What follows belongs to an exercise in optimizing a design on an open flow for small area; a production flow would make more cautious choices.
Function was checked by simulation only, so behaviour that the tests miss may differ from the original.
Power is estimated from default activity; no workload was simulated.

Setup of job 6553:
// game6
module game6 (
    input wire mode,
    input wire CLK,
    input wire rst,
    input wire [1:0] BTN_LR,
    input wire [9:0] i_x,
    input wire [8:0] i_y,
    input wire i_animate,
    output wire [3:0] VGA_R,
    output wire [3:0] VGA_G,
    output wire [3:0] VGA_B,
    output wire endgame,
    output wire [8:0] score,
    output wire win
    );
Size in the first run: ~880 cells after synthesis, about 85 flip-flops, about 7000 um2 of cells after synthesis.
Settings: LEC_CHECK=0, CAP_MARGIN=0, CORE_MARGIN=2, CORE_UTILIZATION=40, CTS_BUF_LIST=sky130_fd_sc_hd__clkbuf_8, SLEW_MARGIN=0, SYNTH_HIERARCHICAL=1; clock period 16.0 ns.
standard.sh (not shown) runs the stock make flow with config.mk's settings and CLKGATE_MAP_FILE= SYNTH_SCRIPT=/design/flow/synth_recipe.tcl, a recipe that flattens the netlist after the stock synthesis.
==> flow/flow/run.sh <==
#!/bin/bash
# Layout flow: the standard layout (standard.sh), except that the
# synthesis maps the logic with an area-oriented ABC script (abc_area.script
# here) in place of ORFS's delay-oriented abc_speed.script.  The synthesis is
# otherwise ORFS's and the standard flow's own (synth_recipe.tcl), so the registers, their
# names and cells are those of the standard synthesis.
set -euo pipefail
W=$(pwd)
rm -rf "$W/scripts_area"
cp -r "$FLOW_HOME/scripts" "$W/scripts_area"
cp "$W/flow/abc_area.script" "$W/scripts_area/abc_speed.script"
bash "$W/standard.sh" SCRIPTS_DIR="$W/scripts_area" synth > "$W/synth.log" 2>&1
bash "$W/standard.sh" "BUFFER_PORTS_ARGS=-buffer_cell sky130_fd_sc_hd__buf_1" > "$W/layout.log" 2>&1
==> flow/flow/abc_area.script <==
&get -n
&st
&syn2
&dc2
&syn2
&dch -f
&nf -R 1000 -p
&put
topo
[inputs] job 9313 vs job 6553
diff --git a/flow/flow/run.sh b/flow/flow/run.sh
--- a/flow/flow/run.sh
+++ b/flow/flow/run.sh
@@ -13 +13 @@
-bash "$W/standard.sh" "BUFFER_PORTS_ARGS=-buffer_cell sky130_fd_sc_hd__buf_1" > "$W/layout.log" 2>&1
+bash "$W/standard.sh" > "$W/layout.log" 2>&1
### Flow results
Per the comparison of job 9313 with job 6553, global-route met1 utilization now sits lower, worst setup slack for register-to-register paths shows a reduction of 0.03 ns.
Relative contribution of the clock network to total power in job 9313 vs job 6553: up 3.5 points
On global-route wire length before repair, job 9313 does better than job 6553.
Going from job 6553 to job 9313, number of max-slew violations in the final report did not really move; design area went up; part of the total power dissipated in combinational logic went down.
Higher leakage dissipation was reported by job 9313, not job 6553.
Per the final summary, job 9313 finished and its layout is clean on timing, DRC and antenna.
Job 6553 | status: complete | timing, DRC, antenna: pass
Looking at met3 wire length, job 9313 sits below job 6553.
Diff job 6553..job 9313 | global-route usage | negligible
For job 1539, these inputs were changed with respect to job 9313:
==> flow/flow/run.sh <==
#!/bin/bash
# Layout flow: the standard layout (standard.sh) with three changes:
#  - the synthesis maps the logic with an area-oriented ABC script
#    (abc_area.script here) in place of ORFS's delay-oriented abc_speed.script;
#  - the synthesis buffers pass-through outputs with buf_1 instead of buf_4;
#  - placement gives every input and output port a buf_1 buffer.
# The synthesis is otherwise ORFS's with the standard flow's own script (synth_recipe.tcl),
# so the registers, their names and cells are those of the standard synthesis.
set -euo pipefail
W=$(pwd)
rm -rf "$W/scripts_area"
cp -r "$FLOW_HOME/scripts" "$W/scripts_area"
cp "$W/flow/abc_area.script" "$W/scripts_area/abc_speed.script"
bash "$W/standard.sh" SCRIPTS_DIR="$W/scripts_area" "MIN_BUF_CELL_AND_PORTS=sky130_fd_sc_hd__buf_1 A X" synth > "$W/synth.log" 2>&1
bash "$W/standard.sh" "BUFFER_PORTS_ARGS=-buffer_cell sky130_fd_sc_hd__buf_1" > "$W/layout.log" 2>&1
==> flow/flow/abc_area.script <==
&get -n
&st
&syn2
&dc2
&syn2
&dch -f
&nf -R 1000 -p
&st
&syn2
&dc2
&syn2
&dch -f
&nf -R 1000 -p
&put
topo
--- outcome ---
Job 1539 reports a lower signed area change from the synthesized netlist to the final layout than job 9313 does. [compare] base=job 9313 new=job 1539: reported combinational group power essentially unchanged, non-clock buffer count increased 11%, power dissipated by switching net loads decreased 6.4 uW.
Relative to job 1539, the following input files were edited for job 5927:
Settings: an added GPL_TIMING_DRIVEN of 0.
==> comparison <==
Per the final summary, job 1539 finished and its layout is clean on timing, DRC and antenna. Job 5927 went all the way through the flow, and no timing, DRC or antenna check failed. On job 5927: critical path depth is 4 lower than what job 1539 gave. The estimated power of job 5927 ends up lower than the estimate for job 1539. The run with more setup slack is job 1539; job 5927 has less.
Input-level comparison between job 7677 and job 5927:
Settings: CORE_UTILIZATION changed from 40 to 55.
diff --git a/flow/flow/run.sh b/flow/flow/run.sh
--- a/flow/flow/run.sh
+++ b/flow/flow/run.sh
@@ -2 +2 @@
-# Layout flow: the standard layout (standard.sh) with three changes:
+# Layout flow: the standard layout (standard.sh) with these changes:
@@ -6 +6,2 @@
-#  - placement gives every input and output port a buf_1 buffer.
+#  - placement gives every input and output port a buf_1 buffer;
+#  - clock tree synthesis adds no dummy loads to balance the tree's leaves.
@@ -15 +16,3 @@
-bash "$W/standard.sh" "BUFFER_PORTS_ARGS=-buffer_cell sky130_fd_sc_hd__buf_1" > "$W/layout.log" 2>&1
+bash "$W/standard.sh" "BUFFER_PORTS_ARGS=-buffer_cell sky130_fd_sc_hd__buf_1" \
+    "CTS_ARGS=-sink_clustering_enable -repair_clock_nets -buf_list sky130_fd_sc_hd__clkbuf_8 -dont_use_dummy_load" \
+    > "$W/layout.log" 2>&1
[summary]
- Between job 5927 and job 7677, final worst-path cycle share increased.
- Diff job 5927 -> job 7677: routing usage on met3 now larger; post-route cell area went down about 1.7%; clock network power share decreased by 4.0 points relative to the old numbers; placed instance area lost 66 um2; weighted congestion reported at the end of routability-driven placement went up by about 1.6%.
- Across both runs, worst hold slack after final layout was higher for job 7677 than for job 5927.
- Job 5927 → job 7677: number of fillers in the final layout lost 582, met3 routed wirelength picked up an extra 230 um.

## static timing again, ports no longer ideal
No port has a modelled driver above. Below, the same layouts with a new extraction and two added sets of constraints.
Step 1: set_driving_cell puts a clkbuf_16 on CLK and a buf_2 on each other input, an assumption about the parent block.
Step 2 also shifts input and output timing later by t, the mid clock arrival at the registers, as if the neighbouring blocks saw the same clock.
a / b / c = ideal ports / drivers / drivers and shift; a / b = the first two.
run | t (ns) | setup slack, ns | worst setup path at the end | worst slew at a driven data input, ns
job 6553 | 0.410 | 7.985 / 7.999 / 7.589 | input to register | 0.03
job 9313 | 0.435 | 7.591 / 7.610 / 7.174 | input to register | 0.04
job 1539 | 0.411 | 8.003 / 8.020 / 7.609 | input to register | 0.04
job 5927 | 0.423 | 7.871 / 7.888 / 7.464 | input to register | 0.03
job 7677 | 0.416 | 7.557 / 7.578 / 7.161 | input to register | 0.03
After both steps setup and hold are still met in every run listed. The setup slack of job 9313, which loses most, moves by +0.019 ns with the drivers and by -0.417 ns with both steps.
